This design comes from an exercise in tuning for small area on the open sky130 flow, not from production work.
Only simulation tests tie the RTL to the original design; equivalence was not proved.
The clock port is modelled as an ideal driver; clocking choices that lean on that would not hold on a real chip.

// QAM
module QAM(clk, rst, en, Din, IFout);
input clk, rst, en;
input Din;
output reg signed [17:0] IFout;
reg ce2;           
reg sm_ctrl;       
reg swap;          
reg [1:0] spc;     
reg sm_i, sm_q;    
reg [3:0] usi;     
reg [3:0] cnt;     
reg [8:0] sym_i, sym_q;  
reg [1:0] mix_cnt;
reg [15:0] acc;    
wire en0 = en & ce2;
wire en1 = sm_ctrl & ce2;
wire en2 = usi[3];
wire [1:0] sw = usi[1:0];
wire load = en2 & (sw == 2'd0);
wire neg = ~mix_cnt[1];                         
wire [8:0] s = mix_cnt[0] ? sym_i : sym_q;      
wire [8:0] x = s ^ {9{neg}};
wire [8:0] v;      
assign v[0] = cnt > 4'd0;
assign v[1] = cnt > 4'd1;
assign v[2] = cnt > 4'd2;
assign v[3] = cnt > 4'd3;
assign v[4] = cnt > 4'd4;
assign v[5] = cnt > 4'd5;
assign v[6] = cnt > 4'd6;
assign v[7] = cnt > 4'd7;
assign v[8] = cnt > 4'd8;
wire [15:0] t0;    
reg [15:0] kz0;
always @(*) begin
  case (sw)
    2'd0: kz0 = 16'd74;
    2'd1: kz0 = 16'd0;
    2'd2: kz0 = 16'd0;
    2'd3: kz0 = 16'd168;
  endcase
end
reg [15:0] kxp0;
always @(*) begin
  case (sw)
    2'd0: kxp0 = 16'd148;
    2'd1: kxp0 = 16'd0;
    2'd2: kxp0 = 16'd0;
    2'd3: kxp0 = 16'd336;
  endcase
end
assign t0 = ({16{~v[0]}} & kz0) | ({16{v[0] & x[0]}} & kxp0);
wire [15:0] t1;    
reg [15:0] kz1;
always @(*) begin
  case (sw)
    2'd0: kz1 = 16'd276;
    2'd1: kz1 = 16'd185;
    2'd2: kz1 = 16'd267;
    2'd3: kz1 = 16'd36;
  endcase
end
reg [15:0] kxp1;
always @(*) begin
  case (sw)
    2'd0: kxp1 = 16'd552;
    2'd1: kxp1 = 16'd0;
    2'd2: kxp1 = 16'd0;
    2'd3: kxp1 = 16'd0;
  endcase
end
reg [15:0] kxn1;
always @(*) begin
  case (sw)
    2'd0: kxn1 = 16'd0;
    2'd1: kxn1 = 16'd370;
    2'd2: kxn1 = 16'd534;
  ...
Size in the first run: about 660 cells after synthesis, ~51 flip-flops, about 22 I/O pins.
Settings: LEC_CHECK=0, ABC_AREA=1, CAP_MARGIN=20, CORE_MARGIN=2, CORE_UTILIZATION=40, GPL_TIMING_DRIVEN=0, SLEW_MARGIN=20; clock period 5.0 ns.
standard.sh (not shown) runs the stock make flow with config.mk's settings and CLKGATE_MAP_FILE= SYNTH_SCRIPT=/design/flow/synth_recipe.tcl, a recipe that flattens the netlist after the stock synthesis.
==> flow/flow/run.sh <==
#!/bin/bash
# Layout flow: the standard ORFS flow (standard.sh), with Yosys's generic synthesis run
# without its intermediate ABC pass (SYNTH_ARGS=-noabc), so that the adder tree written in
# the RTL reaches full-adder extraction as written. Registers, their names and cell types
# are those of the standard synthesis. Each ORFS step writes its own log under
# orfs/logs/; make's own output goes to make.log in this folder.
set -euo pipefail
bash standard.sh SYNTH_ARGS=-noabc finish > make.log 2>&1
Then changed:
--- a/flow/config.mk
+++ b/flow/config.mk
@@ -10,4 +10,6 @@
 export CORE_MARGIN = 2
-export CORE_UTILIZATION = 40
+export CORE_UTILIZATION = 60
+export CTS_BUF_LIST = sky130_fd_sc_hd__clkbuf_8
 export GPL_TIMING_DRIVEN = 0
+export PLACE_DENSITY = 0.8
 export SLEW_MARGIN = 20
Outcome: The new run went through all stages and came out clean. Non-clock buffer count increases by 3. Global-route usage increases by 9.1 points. Sequential share of layout area increases by 0.42 points. Setup slack degrades by 0.053 ns.
Then changed:
==> flow/config.mk (replaced) <==
export PLATFORM = sky130hd
export DESIGN_NAME = QAM
export DESIGN_NICKNAME = QAM
export VERILOG_FILES = /design/flow/design.v
export SDC_FILE = /design/flow/constraint.sdc
export NUM_CORES = 4
export LEC_CHECK = 0
export ABC_AREA = 0
export CAP_MARGIN = 20
export CORE_MARGIN = 2
export CORE_UTILIZATION = 40
export GPL_TIMING_DRIVEN = 0
export SLEW_MARGIN = 20
=> Non-clock buffer count is higher by 44. Clock skew is higher by 0.010 ns. Register-to-register slack is worse by 0.099 ns.
Then changed:
==> flow/flow/run.sh (replaced) <==
#!/bin/bash
# Layout flow: the standard ORFS flow (standard.sh) with two synthesis changes that keep
# the standard synthesis's registers, names and cell types:
#  - Yosys's generic synthesis runs without its intermediate ABC pass (SYNTH_ARGS=-noabc),
#    so the adder tree written in the RTL reaches full-adder extraction as written;
#  - the final ABC technology mapping uses an area-oriented script (flow/abc_area.script),
#    through a copy of ORFS's scripts folder that differs only in that file.
# Each ORFS step writes its own log under orfs/logs/; make's output goes to make.log here.
set -euo pipefail
rm -rf scripts_local
cp -r "$FLOW_HOME/scripts" scripts_local
cp flow/abc_area.script scripts_local/abc_area.script
bash standard.sh SYNTH_ARGS=-noabc SCRIPTS_DIR="$PWD/scripts_local" finish > make.log 2>&1
==> flow/flow/abc_area.script (new file) <==
strash
dc2
dch -f
map -a
strash
dch -f
map -a
topo
dnsize -c
--- a/flow/config.mk
+++ b/flow/config.mk
@@ -7,3 +7,3 @@
 export LEC_CHECK = 0
-export ABC_AREA = 0
+export ABC_AREA = 1
 export CAP_MARGIN = 20
@@ -11,2 +11,3 @@
 export CORE_UTILIZATION = 40
+export CTS_BUF_LIST = sky130_fd_sc_hd__clkbuf_8
 export GPL_TIMING_DRIVEN = 0
- Now the flow finished but failed the layout checks on setup timing
- die area goes down by 9.1%
- design area goes down by 3.5%
- worst hold slack improved by 0.0032 ns
- first-iteration DRC count goes down by 11%
- global-route usage goes up by 1.9 points
- via count goes down by 3.6%
Then changed:
==> flow/flow/run.sh (replaced) <==
#!/bin/bash
# Layout flow: the standard ORFS flow (standard.sh), with Yosys's generic synthesis run
# without its intermediate ABC pass (SYNTH_ARGS=-noabc), so that the adder tree written in
# the RTL reaches full-adder extraction as written. Registers, their names and cell types
# are those of the standard synthesis. Each ORFS step writes its own log under
# orfs/logs/; make's own output goes to make.log in this folder.
set -euo pipefail
bash standard.sh SYNTH_ARGS=-noabc finish > make.log 2>&1
--- a/flow/config.mk
+++ b/flow/config.mk
@@ -11,3 +11,4 @@
 export CORE_UTILIZATION = 40
-export CTS_BUF_LIST = sky130_fd_sc_hd__clkbuf_8
+export CTS_CLUSTER_DIAMETER = 300
+export CTS_CLUSTER_SIZE = 50
 export GPL_TIMING_DRIVEN = 0
removed: flow/flow/abc_area.script
After rerunning: With this change the flow completed without violations; via count climbs by 2.5%; register-to-register slack improved by 0.66 ns; clock skew drops by 0.0050 ns; hold slack improved by 0.0034 ns; routed wire length climbs by 4.7%; first-iteration DRC count climbs by 23%; synthesized area climbs by 10%; flip-flop and latch count is unchanged; fmax climbs by 14%.
Then changed:
--- a/flow/config.mk
+++ b/flow/config.mk
@@ -10,5 +10,4 @@
 export CORE_MARGIN = 2
-export CORE_UTILIZATION = 40
-export CTS_CLUSTER_DIAMETER = 300
-export CTS_CLUSTER_SIZE = 50
+export CORE_UTILIZATION = 60
+export CTS_BUF_LIST = sky130_fd_sc_hd__clkbuf_8
 export GPL_TIMING_DRIVEN = 0
- setup slack is worse by 0.044 ns
- cell area is lower slightly

========
Setup of lane 3:
QAM, a different RTL version from the one above (not shown whole).
Size: about 550 cells after synthesis, about 51 flip-flops, ~22 I/O pins, about 4600 µm² of cells after synthesis.
Design QAM, start of the top module:
module QAM(clk, rst, en, Din, IFout);
input clk, rst, en;
input Din;
output reg signed [17:0] IFout;
reg ce2;           
reg sm_ctrl;       
reg swap;          
reg [1:0] spc;     
reg sm_i, sm_q;    
reg [3:0] usi;     
reg [3:0] cnt;     
reg [8:0] sym_i, sym_q;  
reg [1:0] mix_cnt;
reg [15:0] acc;    
wire en0 = en & ce2;
wire en1 = sm_ctrl & ce2;
wire en2 = usi[3];
wire [1:0] sw = usi[1:0];
wire load = en2 & (sw == 2'd0);
wire neg = ~mix_cnt[1];                         
wire [8:0] s = mix_cnt[0] ? sym_i : sym_q;      
wire [8:0] x = s ^ {9{neg}};
wire [8:0] v;      
assign v[0] = cnt > 4'd0;
assign v[1] = cnt > 4'd1;
assign v[2] = cnt > 4'd2;
assign v[3] = cnt > 4'd3;
assign v[4] = cnt > 4'd4;
assign v[5] = cnt > 4'd5;
assign v[6] = cnt > 4'd6;
assign v[7] = cnt > 4'd7;
assign v[8] = cnt > 4'd8;
reg [15:0] g0_8;    
always @(*) begin
  case ({sw, x[0], x[8], v[0], v[8]})
    6'd0: g0_8 = 16'd43329;
    6'd1: g0_8 = 16'd43329;
    6'd2: g0_8 = 16'd43255;
    6'd3: g0_8 = 16'd43255;
    6'd4: g0_8 = 16'd43329;
    6'd5: g0_8 = 16'd43329;
    6'd6: g0_8 = 16'd43255;
    6'd7: g0_8 = 16'd43255;
    6'd8: g0_8 = 16'd43329;
  ...
export LEC_CHECK = 0
export ABC_AREA = 1
export CAP_MARGIN = 20
export CORE_MARGIN = 2
export CORE_UTILIZATION = 40
export CTS_BUF_LIST = sky130_fd_sc_hd__clkbuf_8
export GPL_TIMING_DRIVEN = 0
export SLEW_MARGIN = 20
create_clock -name core_clock -period 5.0 [get_ports {clk}]
==> flow/flow/run.sh <==
#!/bin/bash
# Layout flow: the standard ORFS flow (standard.sh) with these changes:
#  - Yosys's generic synthesis runs without its intermediate ABC pass (SYNTH_ARGS=-noabc),
#    so the adder tree written in the RTL reaches full-adder extraction as written;
#    registers, their names and cell types are those of the standard synthesis;
#  - the final ABC technology mapping uses an area-oriented script (flow/abc_area.script),
#    through a copy of ORFS's scripts folder that differs only in that file;
#  - after clock-tree synthesis, flow/post_cts.tcl delays the clock of the output register
#    (useful skew for the register-to-register paths into it), then runs the CTS step's
#    timing repair, which ORFS is told to skip (SKIP_CTS_REPAIR_TIMING=1);
#  - every input and output port still gets its own buffer, but the smallest one
#    (sky130_fd_sc_hd__buf_1); the resizer may still resize it.
# Each ORFS step writes its own log under orfs/logs/; make's output goes to make.log here.
set -euo pipefail
rm -rf scripts_local
cp -r "$FLOW_HOME/scripts" scripts_local
cp flow/abc_area.script scripts_local/abc_area.script
bash standard.sh SYNTH_ARGS=-noabc SCRIPTS_DIR="$PWD/scripts_local" SKIP_CTS_REPAIR_TIMING=1 \
  POST_CTS_TCL="$PWD/flow/post_cts.tcl" "BUFFER_PORTS_ARGS=-buffer_cell sky130_fd_sc_hd__buf_1" \
  "SKEW_CELLS=sky130_fd_sc_hd__clkdlybuf4s50_1 sky130_fd_sc_hd__clkdlybuf4s50_1 sky130_fd_sc_hd__clkbuf_8" finish > make.log 2>&1
==> flow/flow/post_cts.tcl <==
# Runs at the end of ORFS's CTS step (POST_CTS_TCL), which is told to skip its own timing
# repair (SKIP_CTS_REPAIR_TIMING=1); this script does that repair after the change below.
#
# Useful skew for the register-to-register paths into the output register acc (IFout):
# acc's clock pins are moved from the clock tree's leaf nets to one net that a delay cell
# and a clock buffer drive from the leaf net of acc[0]. Every path into acc comes from
# another register of the design; acc's outputs go only to the output ports, whose
# timing this makes harder, not easier. Inputs reach no acc data pin combinationally.
set block [ord::get_db_block]
set db [ord::get_db]
set accs {}
foreach inst [$block getInsts] {
  if {[string range [$inst getName] 0 3] eq "acc\\" && [$inst findITerm CLK] ne "NULL"} {
    lappend accs $inst
  }
}
puts "skew: [llength $accs] acc registers"
set first [lindex $accs 0]
set leaf [[$first findITerm CLK] getNet]
set sx 0; set sy 0
foreach inst $accs {
  lassign [$inst getLocation] x y
  set sx [expr {$sx + $x}]; set sy [expr {$sy + $y}]
}
set cx [expr {int($sx / [llength $accs])}]
set cy [expr {int($sy / [llength $accs])}]
set prev $leaf
set i 0
foreach cell $::env(SKEW_CELLS) {
  set master [$db findMaster $cell]
  set buf [odb::dbInst_create $block $master "skew_buf_$i"]
  set net [odb::dbNet_create $block "skew_net_$i"]
  $net setSigType CLOCK
  [$buf findITerm A] connect $prev
  [$buf findITerm X] connect $net
  $buf setLocation $cx $cy
  $buf setPlacementStatus PLACED
  set prev $net
  incr i
}
foreach inst $accs {
  set it [$inst findITerm CLK]
  $it disconnect
  $it connect $prev
}
set_propagated_clock [all_clocks]
estimate_parasitics -placement
set result [catch { detailed_placement } msg]
if { $result != 0 } { error "Detailed placement failed after skew: $msg" }
estimate_parasitics -placement
report_checks -path_delay max -group_path_count 1 -format end
repair_timing_helper
set result [catch { detailed_placement } msg]
if { $result != 0 } { error "Detailed placement failed after repair: $msg" }
check_placement -verbose
report_design_area
Other scripts of this flow, unchanged in this note and not shown: flow/flow/abc_area.script
Input changes introduced in lane 1 (baseline for comparison: lane 3):
- CTS_BUF_LIST no longer set, was sky130_fd_sc_hd__clkbuf_8
diff --git a/flow/flow/run.sh b/flow/flow/run.sh
--- a/flow/flow/run.sh
+++ b/flow/flow/run.sh
@@ -10,3 +10 @@
-#    timing repair, which ORFS is told to skip (SKIP_CTS_REPAIR_TIMING=1);
-#  - every input and output port still gets its own buffer, but the smallest one
-#    (sky130_fd_sc_hd__buf_1); the resizer may still resize it.
+#    timing repair, which ORFS is told to skip (SKIP_CTS_REPAIR_TIMING=1).
@@ -19 +17 @@
-  POST_CTS_TCL="$PWD/flow/post_cts.tcl" "BUFFER_PORTS_ARGS=-buffer_cell sky130_fd_sc_hd__buf_1" \
+  POST_CTS_TCL="$PWD/flow/post_cts.tcl" \
## What came out
Each of the runs, namely lane 1 and lane 3, reached the end of the flow and came out clean.
Lane 1 vs lane 3 on routed via count: lane 1 is the higher one.
Comparing lane 3 against lane 1, there is no change at all in initial standard-cell utilization of the core.
The final-stage net count was comparable across lane 1 and lane 3.

==> afterwards: timing with drivers on the ports <==
Ports are ideal in the flow. The routed layouts listed here were re-timed in OpenROAD.
Step 1 assumes that a clkbuf_16 drives the clock port and a buf_2 every other input.
Step 2, shift: input delay + t, output delay - t, t = (earliest + latest rising clock arrival at the registers) / 2. This alone moves slack from input paths to output paths.
Slacks: ideal ports / drivers / drivers and shift; pairs: ideal ports / drivers.
run | t, ns | setup WS [ns] | worst setup path after step 2 | latest minus earliest clock arrival (ns)
the first run of note 1 | 0.343 | 0.241 / 0.241 / 0.241 | register to register | 0.008 / 0.009
the second run of note 1 | 0.349 | 0.188 / 0.188 / 0.188 | register to register | 0.010 / 0.010
the third run of note 1 | 0.357 | 0.090 / 0.090 / 0.090 | register to register | 0.020 / 0.020
the fourth run of note 1 | 0.372 | -0.424 / -0.424 / -0.424 | register to register | 0.013 / 0.014
the fifth run of note 1 | 0.343 | 0.241 / 0.241 / 0.241 | register to register | 0.008 / 0.009
the sixth run of note 1 | 0.350 | 0.197 / 0.197 / 0.197 | register to register | 0.012 / 0.012
lane 3 | 0.925 | 0.312 / 0.312 / 0.312 | register to register | 1.177 / 1.177
lane 1 | 0.916 | 0.345 / 0.345 / 0.345 | register to register | 1.182 / 1.183
Clock arrivals are far apart in lane 3 and lane 1, so t is only a midpoint there and step 2 fits no single register.
